Background: an optimization exercise with open tools, aiming at small area and a short achievable clock period. Do not read the settings as production practice. RTL that was checked went through simulation tests only; none was proved equivalent to the original. The clock input has no modelled driver; a real chip could not lean on it and would need a root buffer or a full tree.

== before ==
==> module async_ram_sp, before the edit <==
module async_ram_sp (
	input clk, rst_n,
	input MOSI,             
	input ho_d,             
	input ho,               
	input [9:0] sr,         
	output reg [7:0] dout   
	);
function [8:0] ring_slot;    
	input [7:0] a;
	reg [4:0] r;
	reg [1:0] y;
	begin
		if (a[3:2] != 2'b11) begin
			r = {1'b0, a[7:4]};
			y = a[3:2];
		end else begin
			case (a[7:4])
			4'd0:  begin r = 5'd16; y = 2'd0; end
			4'd1:  begin r = 5'd16; y = 2'd1; end
			4'd2:  begin r = 5'd16; y = 2'd2; end
			4'd3:  begin r = 5'd17; y = 2'd0; end
			4'd4:  begin r = 5'd17; y = 2'd1; end
			4'd5:  begin r = 5'd17; y = 2'd2; end
			4'd6:  begin r = 5'd18; y = 2'd0; end
			4'd7:  begin r = 5'd18; y = 2'd1; end
			4'd8:  begin r = 5'd18; y = 2'd2; end
			4'd9:  begin r = 5'd19; y = 2'd0; end
			4'd10: begin r = 5'd19; y = 2'd1; end
			4'd11: begin r = 5'd19; y = 2'd2; end
			4'd12: begin r = 5'd20; y = 2'd0; end
			4'd13: begin r = 5'd20; y = 2'd1; end
			4'd14: begin r = 5'd20; y = 2'd2; end
			default: begin r = 5'd21; y = 2'd0; end
			endcase
		end
		ring_slot = {r, y, a[1:0]};
	end
endfunction
wire [8:0] rd_addr = ring_slot({sr[6:0], MOSI});
wire [8:0] wr_addr = ring_slot(sr[8:1]);
reg [1:0] phx, phy;
always @(posedge clk) begin
	phx <= phx + 2'd1;
	if (phx == 2'd3)
		phy <= (phy == 2'd2) ? 2'd0 : phy + 2'd1;
end
wire [1:0] nphx = phx + 2'd1;
wire [1:0] nphy = (phx != 2'd3) ? phy : (phy == 2'd2) ? 2'd0 : phy + 2'd1;
reg [4:0] r_ring, w_ring;    
reg [3:0] r_slot, w_slot;
reg pa, pw, pr;              
reg [7:0] wdata;             
reg [7:0] wbus;              
reg wp;                      
reg wzd;                     
reg [7:0] pf;                
reg w_match, r_match;        
reg [5:0] rsel_hi;           
reg [3:0] rsel_lo;           
reg [21:0] land;             
reg [7:0] tq;                
reg same_ring;               
wire c00 = pa & rst_n;
wire c01 = pw & rst_n;
wire c11 = pr & rst_n;
wire [1:0] nnphx = phx + 2'd2;
wire [1:0] nnphy = (phx[1] == 1'b0) ? phy : (phy == 2'd2) ? 2'd0 : phy + 2'd1;
reg w_match_d;
always @(posedge clk)
	w_match_d <= (nnphx == w_slot[1:0]) & ((nnphy == w_slot[3:2]) | (w_ring == 5'd21) | (w_slot[3:2] == 2'b11));
wire w_land = wp & w_match;
wire w_keep = wp & ~w_match;
wire wp_d = c01 | w_keep;
always @(posedge clk) begin
	pa <= rst_n & ho & (sr[9:8] == 2'b00);
	pw <= rst_n & ho & (sr[9:8] == 2'b01);
	pr <= rst_n & ho & (sr[9:8] == 2'b11);
	w_match <= w_match_d;
	r_match <= (nphx == r_slot[1:0]) & ((nphy == r_slot[3:2]) | (r_ring == 5'd21));
	land <= (w_match_d & wp_d) ? (22'd1 << w_ring) : 22'd0;
	rsel_hi <= 6'd1 << r_ring[4:2];
	rsel_lo <= 4'd1 << r_ring[1:0];
	same_ring <= (w_ring == r_ring);
end
wire [22*8-1:0] pre;    
genvar g;
generate
	for (g = 0; g < 22; g = g + 1) begin : rg
		localparam N = (g == 21) ? 4 : 12;
		reg [8*N-1:0] s;
		wire [7:0] nxt = land[g] ? wbus : s[8*N-1 -: 8];
		always @(posedge clk)
			s <= {s[8*N-9:0], nxt};
		assign pre[8*g +: 8] = s[8*N-9 -: 8];
	end
endgenerate
reg [7:0] grp [0:5];
reg [7:0] tq_d;
integer i, j;
always @(*) begin
	for (j = 0; j < 6; j = j + 1) begin
		grp[j] = 8'd0;
		for (i = 0; i < 4; i = i + 1)
			if (4 * j + i < 22)
				grp[j] = grp[j] | (pre[8*(4*j+i) +: 8] & {8{rsel_lo[i]}});
	end
	tq_d = 8'd0;
	for (j = 0; j < 6; j = j + 1)
		tq_d = tq_d | (grp[j] & {8{rsel_hi[j]}});
end
wire [7:0] pf_d = !r_match ? pf : (w_land && same_ring) ? wdata : tq;
wire zreq = ~rst_n | wzd;
always @(posedge clk) begin
	tq <= tq_d;
	pf <= pf_d;
	if (c01)
		wdata <= sr[8:1];
	wbus <= c01 ? sr[8:1] : wdata;
	wp <= wp_d;
	wzd <= zreq & w_keep;
	if (c00) begin
		w_ring <= wr_addr[8:4];
		w_slot <= wr_addr[3:0];
	end else if (zreq && !w_keep) begin
		w_ring <= 5'd0;
		w_slot <= 4'd0;
	end
	if (~rst_n) begin
		r_ring <= 5'd0;
		r_slot <= 4'd0;
	end else if (ho_d && sr[8:7] == 2'b10) begin
		r_ring <= rd_addr[8:4];
		r_slot <= rd_addr[3:0];
	end
	if (~rst_n)
		dout <= 8'd0;
	else if (c11)
		dout <= pf_d;
end
endmodule
export LEC_CHECK = 0
export CAP_MARGIN = 20
export CORE_MARGIN = 2
export CORE_UTILIZATION = 70
export PLACE_DENSITY = 0.8
export SETUP_SLACK_MARGIN = 2.3
export SLEW_MARGIN = 20
create_clock -name core_clock -period 4.0 [get_ports {clk}]
standard.sh (not shown) runs the stock make flow with config.mk's settings and CLKGATE_MAP_FILE= SYNTH_SCRIPT=/design/flow/synth_recipe.tcl, a recipe that flattens the netlist after the stock synthesis.
==> flow/flow/run.sh <==
#!/bin/bash
# The standard flow's own layout (standard.sh), with one change in its clock tree synthesis step:
# flow/post_cts.tcl (which runs flow/ctree.tcl), sourced at the end of ORFS's cts.tcl
# (POST_CTS_TCL), replaces the
# clock tree with a two-level one (clock port -> 4 buf_16 buffers -> 72 buf_12 leaf buffers -> flip-flops).
# standard.sh's output goes to standard.log, each tool's to ORFS's own logs under orfs/logs.
set -euo pipefail
export CTS_ARGS="-sink_clustering_enable -repair_clock_nets -sink_clustering_size 26 -sink_clustering_max_diameter 80 -dont_use_dummy_load"
export POST_CTS_TCL="$PWD/flow/post_cts.tcl"
export CTREE_LEAVES=72
export CTREE_TOP=sky130_fd_sc_hd__buf_16
export CTREE_LEAF=sky130_fd_sc_hd__buf_12
bash standard.sh finish > standard.log 2>&1
Other scripts of this flow, unchanged in this note and not shown: flow/flow/ctree.tcl, flow/flow/post_cts.tcl
The following lists how after was set up differently from before:
diff --git a/flow/design.v b/flow/design.v
--- a/flow/design.v
+++ b/flow/design.v
@@ -53,14 +53,13 @@
 reg [7:0] wdata;             
 reg [7:0] wbus;              
 reg wp;                      
 reg wzd;                     
 reg [7:0] pf;                
 reg w_match, r_match;        
-reg [5:0] rsel_hi;           
-reg [3:0] rsel_lo;           
+reg [21:0] rsel;             
 reg [21:0] land;             
 reg [7:0] tq;                
 reg same_ring;               
 wire c00 = pa & rst_n;
 wire c01 = pw & rst_n;
 wire c11 = pr & rst_n;
@@ -76,14 +75,13 @@
 	pa <= rst_n & ho & (sr[9:8] == 2'b00);
 	pw <= rst_n & ho & (sr[9:8] == 2'b01);
 	pr <= rst_n & ho & (sr[9:8] == 2'b11);
 	w_match <= w_match_d;
 	r_match <= (nphx == r_slot[1:0]) & ((nphy == r_slot[3:2]) | (r_ring == 5'd21));
 	land <= (w_match_d & wp_d) ? (22'd1 << w_ring) : 22'd0;
-	rsel_hi <= 6'd1 << r_ring[4:2];
-	rsel_lo <= 4'd1 << r_ring[1:0];
+	rsel <= 22'd1 << r_ring;
 	same_ring <= (w_ring == r_ring);
 end
 wire [22*8-1:0] pre;    
 genvar g;
 generate
 	for (g = 0; g < 22; g = g + 1) begin : rg
@@ -92,25 +90,18 @@
 		wire [7:0] nxt = land[g] ? wbus : s[8*N-1 -: 8];
 		always @(posedge clk)
 			s <= {s[8*N-9:0], nxt};
 		assign pre[8*g +: 8] = s[8*N-9 -: 8];
 	end
 endgenerate
-reg [7:0] grp [0:5];
 reg [7:0] tq_d;
-integer i, j;
+integer i;
 always @(*) begin
-	for (j = 0; j < 6; j = j + 1) begin
-		grp[j] = 8'd0;
-		for (i = 0; i < 4; i = i + 1)
-			if (4 * j + i < 22)
-				grp[j] = grp[j] | (pre[8*(4*j+i) +: 8] & {8{rsel_lo[i]}});
-	end
 	tq_d = 8'd0;
-	for (j = 0; j < 6; j = j + 1)
-		tq_d = tq_d | (grp[j] & {8{rsel_hi[j]}});
+	for (i = 0; i < 22; i = i + 1)
+		tq_d = tq_d | (pre[8*i +: 8] & {8{rsel[i]}});
 end
 wire [7:0] pf_d = !r_match ? pf : (w_land && same_ring) ? wdata : tq;
 wire zreq = ~rst_n | wzd;
 always @(posedge clk) begin
 	tq <= tq_d;
 	pf <= pf_d;
==> comparison <==
Against before as the reference, after delivers a higher minimum setup slack among reg-to-reg paths.
Taking before as the reference, in after overall die width barely changed; smallest setup slack after layout dropped 0.015 ns; register clock-pin slew on the reported worst setup and hold paths barely changed; number of non-clock inverters in the layout climbed 4.
Compared with before, after shows a higher number of sequential cells in the layout.
As of after, met3 wire length had risen by more than a quarter compared to before.
Synthesized cell count in after is 0.79% below before.
Only the layout flow was run in after; the RTL was not checked for function there. No run of this note takes its clock network from TritonCTS; it comes from the design's own scripts or RTL.

[static timing again, ports no longer ideal]
The flow's constraints put no driver on any port. The routed layouts listed below were extracted and timed again, unchanged, in two steps. Step 1, drivers: a clkbuf_16 drives clk and a buf_2 each remaining input, both assumed. Step 2 adds t to the input delays and takes it off the output delays; t is the mean of the earliest and latest rising clock arrival at the registers after step 1. Input paths then give back, and output paths get back, about the clock's delay inside the block. Slacks: no drivers / after step 1 / after step 2; pairs: no drivers / after step 1.
run	shift t [ns]	slack for setup (ns)	slew at the worst register clock pin (ns)
before	0.606	2.298 / 2.150 / 1.947	0.12 / 0.12
after	0.610	2.283 / 2.133 / 1.881	0.12 / 0.12
After both steps every run listed still meets setup and hold. The setup slack of after, which loses most, moves by -0.150 ns with the drivers and by -0.402 ns with both steps.
